From an optimization exercise on the open Yosys and OpenROAD flow, aimed at small area and a short achievable clock period; shortcuts taken in it are not production practice. Where RTL was checked, it was by simulation tests only, not by an equivalence proof against the original.

==> build 40: inputs <==
==> flow/design.v (excerpt) <==
module TopLevelCPU (
    input wire clk,
    input wire rst,
    input wire mode_run,          
    input wire step,              
    input wire [2:0] reg_select,  
    input wire prog_we,           
    input wire [5:0] prog_addr,
    input wire [15:0] prog_data,
    output wire [15:0] pc_out,
    output wire [15:0] instr_out,
    output wire [15:0] reg_debug
);
export LEC_CHECK = 0
export CAP_MARGIN = 0
export CORE_MARGIN = 2
export CORE_UTILIZATION = 60
export CTS_BUF_LIST = sky130_fd_sc_hd__clkbuf_8
export PLACE_DENSITY = 0.7
export SLEW_MARGIN = 0
export SYNTH_HIERARCHICAL = 1
export SYNTH_MINIMUM_KEEP_SIZE = 0
create_clock -name core_clock -period 38.0 [get_ports {clk}]
run.sh (not shown) runs the stock make flow with config.mk's settings and CLKGATE_MAP_FILE= SYNTH_SCRIPT=/design/flow/synth_recipe.tcl, a recipe that flattens the netlist after the stock synthesis.
==> inputs of build 6, as changes to build 40 <==
--- a/flow/design.v
+++ b/flow/design.v
@@ -20,15 +20,23 @@
     input wire rst,
     input wire load,
     input wire [15:0] instr_in,
     output reg [15:0] instr_out
 );
+    wire [15:0] d;
+    wire hold = ~load;
+    genvar b;
+    generate
+        for (b = 0; b < 16; b = b + 1) begin : bit_
+            HoldMux hm (.ld(load), .hold(hold), .d(instr_in[b]), .q(instr_out[b]), .y(d[b]));
+        end
+    endgenerate
     always @(posedge clk or posedge rst) begin
         if (rst)
             instr_out <= 16'd0;
-        else if (load)
-            instr_out <= instr_in;
+        else
+            instr_out <= d;
     end
 endmodule
 module RfReadBit (
     input wire [7:1] sel,
     input wire [7:1] bits,
@@ -645,18 +653,35 @@
     output wire [15:0] and_r,
     output wire [15:0] or_r,
     output wire [15:0] xor_r,
     output wire [15:0] shr
 );
-    assign sum = sub ? op1 - op2 : op1 + op2;
+    RippleAdd #(16) add (.a(op1), .b(op2 ^ {16{sub}}), .ci(sub), .s(sum), .co());
     assign and_r = op1 & op2;
     assign or_r = op1 | op2;
     assign xor_r = op1 ^ op2;
     wire signed [16:0] shr_in = {sra & op1[15], op1};
     wire signed [16:0] shr_out = shr_in >>> shamt;
     assign shr = shr_out[15:0];
 endmodule
+module RippleAdd #(parameter W = 4) (
+    input wire [W-1:0] a,
+    input wire [W-1:0] b,
+    input wire ci,
+    output wire [W-1:0] s,
+    output wire co
+);
+    wire [W:0] c;
+    assign c[0] = ci;
+    genvar i;
+    generate
+        for (i = 0; i < W; i = i + 1) begin : fa
+            FullAdd u (.a(a[i]), .b(b[i]), .ci(c[i]), .s(s[i]), .co(c[i+1]));
+        end
+    endgenerate
+    assign co = c[W];
+endmodule
 module FloatingPointALU (
     input wire [15:0] op1,
     input wire [15:0] op2,
     input wire [21:0] mant_mul,    
     output wire [15:0] fadd,
@@ -664,36 +689,51 @@
 );
     wire s1 = op1[15];
     wire s2 = op2[15];
     wire big1 = (op1[14:0] >= op2[14:0]);
     wire [4:0] eb = big1 ? op1[14:10] : op2[14:10];
-    wire [4:0] es = big1 ? op2[14:10] : op1[14:10];
-    wire [10:0] mb = {1'b1, big1 ? op1[9:0] : op2[9:0]};
-    wire [10:0] ms = {1'b1, big1 ? op2[9:0] : op1[9:0]};
-    wire [4:0] d = eb - es;
-    wire [10:0] msh = ms >> d;
+    wire [9:0] fb = big1 ? op1[9:0] : op2[9:0];
+    wire [9:0] fs = big1 ? op2[9:0] : op1[9:0];
+    wire [4:0] d12, d21;
+    RippleAdd #(5) dsub12 (.a(op1[14:10]), .b(~op2[14:10]), .ci(1'b1), .s(d12), .co());
+    RippleAdd #(5) dsub21 (.a(op2[14:10]), .b(~op1[14:10]), .ci(1'b1), .s(d21), .co());
+    wire [4:0] d = big1 ? d12 : d21;
+    wire [10:0] a0 = {1'b1, fs};
+    wire [10:0] a1 = d[0] ? {1'b0, a0[10:1]} : a0;
+    wire [10:0] a2 = d[1] ? {2'b0, a1[10:2]} : a1;
+    wire [10:0] a3 = d[2] ? {4'b0, a2[10:4]} : a2;
+    wire [10:0] a4 = d[3] ? {8'b0, a3[10:8]} : a3;
+    wire [10:0] msh = d[4] ? 11'd0 : a4;
     wire same = (s1 == s2);
-    wire [11:0] calc = same ? {1'b0, mb} + {1'b0, msh} : {1'b0, mb} - {1'b0, msh};
-    wire ovf = same & calc[11];
-    wire [10:0] x0 = ovf ? calc[11:1] : calc[10:0];
-    wire [4:0] er = eb + {4'd0, ovf};
-    wire er_zero = (er == 5'd0);
+    wire [10:0] addend = same ? msh : ~msh;
+    wire [11:0] sum12;
+    wire clo;
+    wire [5:0] hi0, hi1;
+    wire co0, co1;
+    RippleAdd #(5) msum_lo (.a(fb[4:0]), .b(addend[4:0]), .ci(~same), .s(sum12[4:0]), .co(clo));
+    RippleAdd #(6) msum_h0 (.a({1'b1, fb[9:5]}), .b(addend[10:5]), .ci(1'b0), .s(hi0), .co(co0));
+    RippleAdd #(6) msum_h1 (.a({1'b1, fb[9:5]}), .b(addend[10:5]), .ci(1'b1), .s(hi1), .co(co1));
+    assign sum12[11:5] = clo ? {co1, hi1} : {co0, hi0};
+    wire ovf = same & sum12[11];
+    wire [10:0] x0 = ovf ? sum12[11:1] : sum12[10:0];
+    wire [4:0] ebm1 = eb - 5'd1;
+    wire [4:0] e0 = ovf ? eb : ebm1;
+    wire er_zero = ovf ? (eb == 5'd31) : (eb == 5'd0);
     wire x_zero = (x0 == 11'd0);
-    wire [4:0] e0 = er - 5'd1;
-    wire c8 = (x0[10:3] == 8'd0) && (e0 >= 5'd8);
+    wire c8 = (x0[10:3] == 8'd0) && (e0[4] || e0[3]);
     wire [10:0] x1 = c8 ? {x0[2:0], 8'd0} : x0;
     wire [4:0] e1 = c8 ? e0 - 5'd8 : e0;
-    wire c4 = (x1[10:7] == 4'd0) && (e1 >= 5'd4);
+    wire c4 = (x1[10:7] == 4'd0) && (e1[4] || e1[3] || e1[2]);
     wire [10:0] x2 = c4 ? {x1[6:0], 4'd0} : x1;
     wire [4:0] e2 = c4 ? e1 - 5'd4 : e1;
-    wire c2 = (x2[10:9] == 2'd0) && (e2 >= 5'd2);
+    wire c2 = (x2[10:9] == 2'd0) && (e2[4:1] != 4'd0);
     wire [10:0] x3 = c2 ? {x2[8:0], 2'd0} : x2;
     wire [4:0] e3 = c2 ? e2 - 5'd2 : e2;
-    wire c1 = (x3[10] == 1'b0) && (e3 >= 5'd1);
-    wire [10:0] x4 = c1 ? {x3[9:0], 1'b0} : x3;
+    wire c1 = !x3[10] && (e3 != 5'd0);
+    wire [9:0] x4 = c1 ? x3[8:0] << 1 : x3[9:0];
     wire [4:0] e4 = c1 ? e3 - 5'd1 : e3;
-    wire [9:0] fadd_m = er_zero ? x0[10:1] : x4[9:0];
+    wire [9:0] fadd_m = er_zero ? x0[10:1] : x4;
     wire [4:0] fadd_e = (er_zero || x_zero) ? 5'd0 : e4;
     assign fadd = {big1 ? s1 : s2, fadd_e, fadd_m};
     wire top = mant_mul[21];
     wire [4:0] fmul_e = op1[14:10] + op2[14:10] + 5'd17 + {4'd0, top};
     wire [9:0] fmul_m = top ? mant_mul[20:11] : mant_mul[19:10];
@@ -784,13 +824,20 @@
         .reg_select(reg_select),
         .rdata(rdata),
         .reg_data_selected(reg_debug)
     );
     reg [15:0] op1;
+    wire [15:0] op2_d;
+    wire op2_hold = ~st_decode;
+    genvar b;
+    generate
+        for (b = 0; b < 16; b = b + 1) begin : op2_bit
+            HoldMux hm (.ld(st_decode), .hold(op2_hold), .d(rdata[b]), .q(op2[b]), .y(op2_d[b]));
+        end
+    endgenerate
     always @(posedge clk) begin
-        if (st_decode)
-            op2 <= rdata;
+        op2 <= op2_d;
         op1 <= rdata;
     end
     wire equal = (rdata == op2);
     wire pc_load = st_branch && (!opcode[2] || (opcode[0] ? !equal : equal));
     ProgramCounter PC (
==> flow/flow/run.sh (new file) <==
#!/bin/bash
# Layout flow: the standard flow (standard.sh, standard synthesis included)
# with two changes to how the layout is made, at the design's clock and
# constraints: the port buffers are buf_4 cells instead of the slow delay
# buffers buffer_ports picks by default, and timing repair aims for a setup
# slack margin so that it also speeds up paths that already meet the clock.
# make's full output goes to run_standard.log; each step's tool output is in
# orfs/logs/.
set -euo pipefail
bash standard.sh \
  "BUFFER_PORTS_ARGS=-buffer_cell sky130_fd_sc_hd__buf_4" \
  "SETUP_SLACK_MARGIN=21.5" \
  finish > run_standard.log 2>&1
==> flow/standard.sh (new file) <==
#!/bin/bash
# synth_recipe.tcl (not shown) runs the flow's synth.tcl, then flattens the netlist and writes it again
# the make line also repeats each setting of config.mk as NAME=value (left out here)
make -C /OpenROAD-flow-scripts/flow DESIGN_CONFIG=/design/flow/config.mk WORK_HOME=/design/flow/orfs CLKGATE_MAP_FILE= SYNTH_SCRIPT=/design/flow/synth_recipe.tcl "${@:-finish}"
Settings changed: CAP_MARGIN 0 to 20, CTS_BUF_LIST sky130_fd_sc_hd__clkbuf_8 to unset, CTS_CLUSTER_DIAMETER set to 100, CTS_CLUSTER_SIZE set to 30, SLEW_MARGIN 0 to 20.
removed: flow/run.sh
==> inputs of build 97, as changes to build 40 <==
--- a/flow/design.v
+++ b/flow/design.v
@@ -20,15 +20,23 @@
     input wire rst,
     input wire load,
     input wire [15:0] instr_in,
     output reg [15:0] instr_out
 );
+    wire [15:0] d;
+    wire hold = ~load;
+    genvar b;
+    generate
+        for (b = 0; b < 16; b = b + 1) begin : bit_
+            HoldMux hm (.ld(load), .hold(hold), .d(instr_in[b]), .q(instr_out[b]), .y(d[b]));
+        end
+    endgenerate
     always @(posedge clk or posedge rst) begin
         if (rst)
             instr_out <= 16'd0;
-        else if (load)
-            instr_out <= instr_in;
+        else
+            instr_out <= d;
     end
 endmodule
 module RfReadBit (
     input wire [7:1] sel,
     input wire [7:1] bits,
@@ -645,18 +653,35 @@
     output wire [15:0] and_r,
     output wire [15:0] or_r,
     output wire [15:0] xor_r,
     output wire [15:0] shr
 );
-    assign sum = sub ? op1 - op2 : op1 + op2;
+    RippleAdd #(16) add (.a(op1), .b(op2 ^ {16{sub}}), .ci(sub), .s(sum), .co());
     assign and_r = op1 & op2;
     assign or_r = op1 | op2;
     assign xor_r = op1 ^ op2;
     wire signed [16:0] shr_in = {sra & op1[15], op1};
     wire signed [16:0] shr_out = shr_in >>> shamt;
     assign shr = shr_out[15:0];
 endmodule
+module RippleAdd #(parameter W = 4) (
+    input wire [W-1:0] a,
+    input wire [W-1:0] b,
+    input wire ci,
+    output wire [W-1:0] s,
+    output wire co
+);
+    wire [W:0] c;
+    assign c[0] = ci;
+    genvar i;
+    generate
+        for (i = 0; i < W; i = i + 1) begin : fa
+            FullAdd u (.a(a[i]), .b(b[i]), .ci(c[i]), .s(s[i]), .co(c[i+1]));
+        end
+    endgenerate
+    assign co = c[W];
+endmodule
 module FloatingPointALU (
     input wire [15:0] op1,
     input wire [15:0] op2,
     input wire [21:0] mant_mul,    
     output wire [15:0] fadd,
@@ -664,36 +689,51 @@
 );
     wire s1 = op1[15];
     wire s2 = op2[15];
     wire big1 = (op1[14:0] >= op2[14:0]);
     wire [4:0] eb = big1 ? op1[14:10] : op2[14:10];
-    wire [4:0] es = big1 ? op2[14:10] : op1[14:10];
-    wire [10:0] mb = {1'b1, big1 ? op1[9:0] : op2[9:0]};
-    wire [10:0] ms = {1'b1, big1 ? op2[9:0] : op1[9:0]};
-    wire [4:0] d = eb - es;
-    wire [10:0] msh = ms >> d;
+    wire [9:0] fb = big1 ? op1[9:0] : op2[9:0];
+    wire [9:0] fs = big1 ? op2[9:0] : op1[9:0];
+    wire [4:0] d12, d21;
+    RippleAdd #(5) dsub12 (.a(op1[14:10]), .b(~op2[14:10]), .ci(1'b1), .s(d12), .co());
+    RippleAdd #(5) dsub21 (.a(op2[14:10]), .b(~op1[14:10]), .ci(1'b1), .s(d21), .co());
+    wire [4:0] d = big1 ? d12 : d21;
+    wire [10:0] a0 = {1'b1, fs};
+    wire [10:0] a1 = d[0] ? {1'b0, a0[10:1]} : a0;
+    wire [10:0] a2 = d[1] ? {2'b0, a1[10:2]} : a1;
+    wire [10:0] a3 = d[2] ? {4'b0, a2[10:4]} : a2;
+    wire [10:0] a4 = d[3] ? {8'b0, a3[10:8]} : a3;
+    wire [10:0] msh = d[4] ? 11'd0 : a4;
     wire same = (s1 == s2);
-    wire [11:0] calc = same ? {1'b0, mb} + {1'b0, msh} : {1'b0, mb} - {1'b0, msh};
-    wire ovf = same & calc[11];
-    wire [10:0] x0 = ovf ? calc[11:1] : calc[10:0];
-    wire [4:0] er = eb + {4'd0, ovf};
-    wire er_zero = (er == 5'd0);
+    wire [10:0] addend = same ? msh : ~msh;
+    wire [11:0] sum12;
+    wire clo;
+    wire [5:0] hi0, hi1;
+    wire co0, co1;
+    RippleAdd #(5) msum_lo (.a(fb[4:0]), .b(addend[4:0]), .ci(~same), .s(sum12[4:0]), .co(clo));
+    RippleAdd #(6) msum_h0 (.a({1'b1, fb[9:5]}), .b(addend[10:5]), .ci(1'b0), .s(hi0), .co(co0));
+    RippleAdd #(6) msum_h1 (.a({1'b1, fb[9:5]}), .b(addend[10:5]), .ci(1'b1), .s(hi1), .co(co1));
+    assign sum12[11:5] = clo ? {co1, hi1} : {co0, hi0};
+    wire ovf = same & sum12[11];
+    wire [10:0] x0 = ovf ? sum12[11:1] : sum12[10:0];
+    wire [4:0] ebm1 = eb - 5'd1;
+    wire [4:0] e0 = ovf ? eb : ebm1;
+    wire er_zero = ovf ? (eb == 5'd31) : (eb == 5'd0);
     wire x_zero = (x0 == 11'd0);
-    wire [4:0] e0 = er - 5'd1;
-    wire c8 = (x0[10:3] == 8'd0) && (e0 >= 5'd8);
+    wire c8 = (x0[10:3] == 8'd0) && (e0[4] || e0[3]);
     wire [10:0] x1 = c8 ? {x0[2:0], 8'd0} : x0;
     wire [4:0] e1 = c8 ? e0 - 5'd8 : e0;
-    wire c4 = (x1[10:7] == 4'd0) && (e1 >= 5'd4);
+    wire c4 = (x1[10:7] == 4'd0) && (e1[4] || e1[3] || e1[2]);
     wire [10:0] x2 = c4 ? {x1[6:0], 4'd0} : x1;
     wire [4:0] e2 = c4 ? e1 - 5'd4 : e1;
-    wire c2 = (x2[10:9] == 2'd0) && (e2 >= 5'd2);
+    wire c2 = (x2[10:9] == 2'd0) && (e2[4:1] != 4'd0);
     wire [10:0] x3 = c2 ? {x2[8:0], 2'd0} : x2;
     wire [4:0] e3 = c2 ? e2 - 5'd2 : e2;
-    wire c1 = (x3[10] == 1'b0) && (e3 >= 5'd1);
-    wire [10:0] x4 = c1 ? {x3[9:0], 1'b0} : x3;
+    wire c1 = !x3[10] && (e3 != 5'd0);
+    wire [9:0] x4 = c1 ? x3[8:0] << 1 : x3[9:0];
     wire [4:0] e4 = c1 ? e3 - 5'd1 : e3;
-    wire [9:0] fadd_m = er_zero ? x0[10:1] : x4[9:0];
+    wire [9:0] fadd_m = er_zero ? x0[10:1] : x4;
     wire [4:0] fadd_e = (er_zero || x_zero) ? 5'd0 : e4;
     assign fadd = {big1 ? s1 : s2, fadd_e, fadd_m};
     wire top = mant_mul[21];
     wire [4:0] fmul_e = op1[14:10] + op2[14:10] + 5'd17 + {4'd0, top};
     wire [9:0] fmul_m = top ? mant_mul[20:11] : mant_mul[19:10];
@@ -784,13 +824,20 @@
         .reg_select(reg_select),
         .rdata(rdata),
         .reg_data_selected(reg_debug)
     );
     reg [15:0] op1;
+    wire [15:0] op2_d;
+    wire op2_hold = ~st_decode;
+    genvar b;
+    generate
+        for (b = 0; b < 16; b = b + 1) begin : op2_bit
+            HoldMux hm (.ld(st_decode), .hold(op2_hold), .d(rdata[b]), .q(op2[b]), .y(op2_d[b]));
+        end
+    endgenerate
     always @(posedge clk) begin
-        if (st_decode)
-            op2 <= rdata;
+        op2 <= op2_d;
         op1 <= rdata;
     end
     wire equal = (rdata == op2);
     wire pc_load = st_branch && (!opcode[2] || (opcode[0] ? !equal : equal));
     ProgramCounter PC (
==> flow/flow/run.sh (new file) <==
#!/bin/bash
# Layout flow: the standard flow (standard.sh, standard synthesis included)
# with two changes to how the layout is made, at the design's clock and
# constraints: the port buffers are buf_4 cells instead of the slow delay
# buffers buffer_ports picks by default, and timing repair aims for a setup
# slack margin so that it also speeds up paths that already meet the clock.
# make's full output goes to run_standard.log; each step's tool output is in
# orfs/logs/.
set -euo pipefail
bash standard.sh \
  "BUFFER_PORTS_ARGS=-buffer_cell sky130_fd_sc_hd__buf_4" \
  "SETUP_SLACK_MARGIN=21" \
  finish > run_standard.log 2>&1
==> flow/standard.sh (new file) <==
#!/bin/bash
# synth_recipe.tcl (not shown) runs the flow's synth.tcl, then flattens the netlist and writes it again
# the make line also repeats each setting of config.mk as NAME=value (left out here)
make -C /OpenROAD-flow-scripts/flow DESIGN_CONFIG=/design/flow/config.mk WORK_HOME=/design/flow/orfs CLKGATE_MAP_FILE= SYNTH_SCRIPT=/design/flow/synth_recipe.tcl "${@:-finish}"
Settings changed: CAP_MARGIN 0 to 20, CTS_BUF_LIST sky130_fd_sc_hd__clkbuf_8 to unset, CTS_CLUSTER_DIAMETER set to 100, CTS_CLUSTER_SIZE set to 30, SLEW_MARGIN 0 to 20.
removed: flow/run.sh
==> impl_metrics.env <==
export IMPL_synth_top_cells_by_area="dfxtp_1 44%, a22o_1 19%, a222oi_1 7.6%"
export IMPL_cts_resized=0
export IMPL_synthMuxAreaShare_pct=2.88
export IMPL_layout_nonclk_buf_share_pct=3.46
export IMPL_drive_gt1_share_pct=9.48
export IMPL_fin_crit_ns=16.72
export IMPL_outcome="complete, no violations"
export IMPL_wl_met1_mm=74.7
export IMPL_use_met2_pct=56.2
export IMPL_cts_root_buf="clkbuf_16"
export IMPL_synthAdderAreaFrac_pct=8.27
export IMPL_met2_length_mm=77.7
Source of the figures above: build 97

==> impl_metrics.env <==
export IMPL_fin_crit_ns=17.63
export IMPL_fin_cells=6557
export IMPL_multi_input_area_share_pct=46.7
export IMPL_sh_seq_area_pct=40.1
export IMPL_wl_met1_mm=78.4
export IMPL_use_met2_pct=59.5
export IMPL_layout_nonclk_buf_share_pct=3.51
export IMPL_fmax_ghz=0.0567
export IMPL_met2_length_mm=84.0
export IMPL_cts_root_buf="clkbuf_8"
export IMPL_leakage_nw=25.6
export IMPL_drive_gt1_share_pct=11.0
export IMPL_outcome="complete, no violations"
export IMPL_synth_top_cells_by_area="dfxtp_1 43%, a22o_1 18%, a222oi_1 7.4%"
export IMPL_cts_resized=0
Source of the figures above: build 40

==> impl_metrics.env <==
export IMPL_cts_root_buf="clkbuf_16"
export IMPL_fin_crit_ns=16.48
export IMPL_outcome="complete, no violations"
export IMPL_wl_met1_mm=75.9
export IMPL_cts_resized=6
export IMPL_layout_nonclk_buf_share_pct=3.46
export IMPL_synthAdderAreaFrac_pct=8.27
export IMPL_use_met2_pct=56.3
export IMPL_synth_top_cells_by_area="dfxtp_1 44%, a22o_1 19%, a222oi_1 7.6%"
Source of the figures above: build 6

Function not checked in build 40: the RTL went through the layout flow alone.

## re-timing with driven ports
In the flow no input, the clock included, has a driving cell. The finished layouts below were timed again as built, in two steps. Step 1, drivers: a clkbuf_16 drives clk and a buf_2 each remaining input, both assumed. Step 2 also shifts input and output timing later by t, the mid clock arrival at the registers, as if the neighbouring blocks saw the same clock. Three values: ideal ports, drivers, drivers and shift; two values: the first two.
run	t, ns	setup WS [ns]	worst register clock-pin slew, ns	cell pins on the clock port's net
build 40	0.945	20.370 / 20.343 / 20.343	0.07 / 0.07	1
build 6	0.717	21.521 / 21.496 / 21.496	0.12 / 0.12	1
build 97	0.750	21.275 / 21.255 / 21.255	0.12 / 0.12	1
After both steps every run listed still meets setup and hold. For build 40, which loses most, drivers alone change the setup slack by -0.027 ns; drivers and shift together by -0.027 ns.
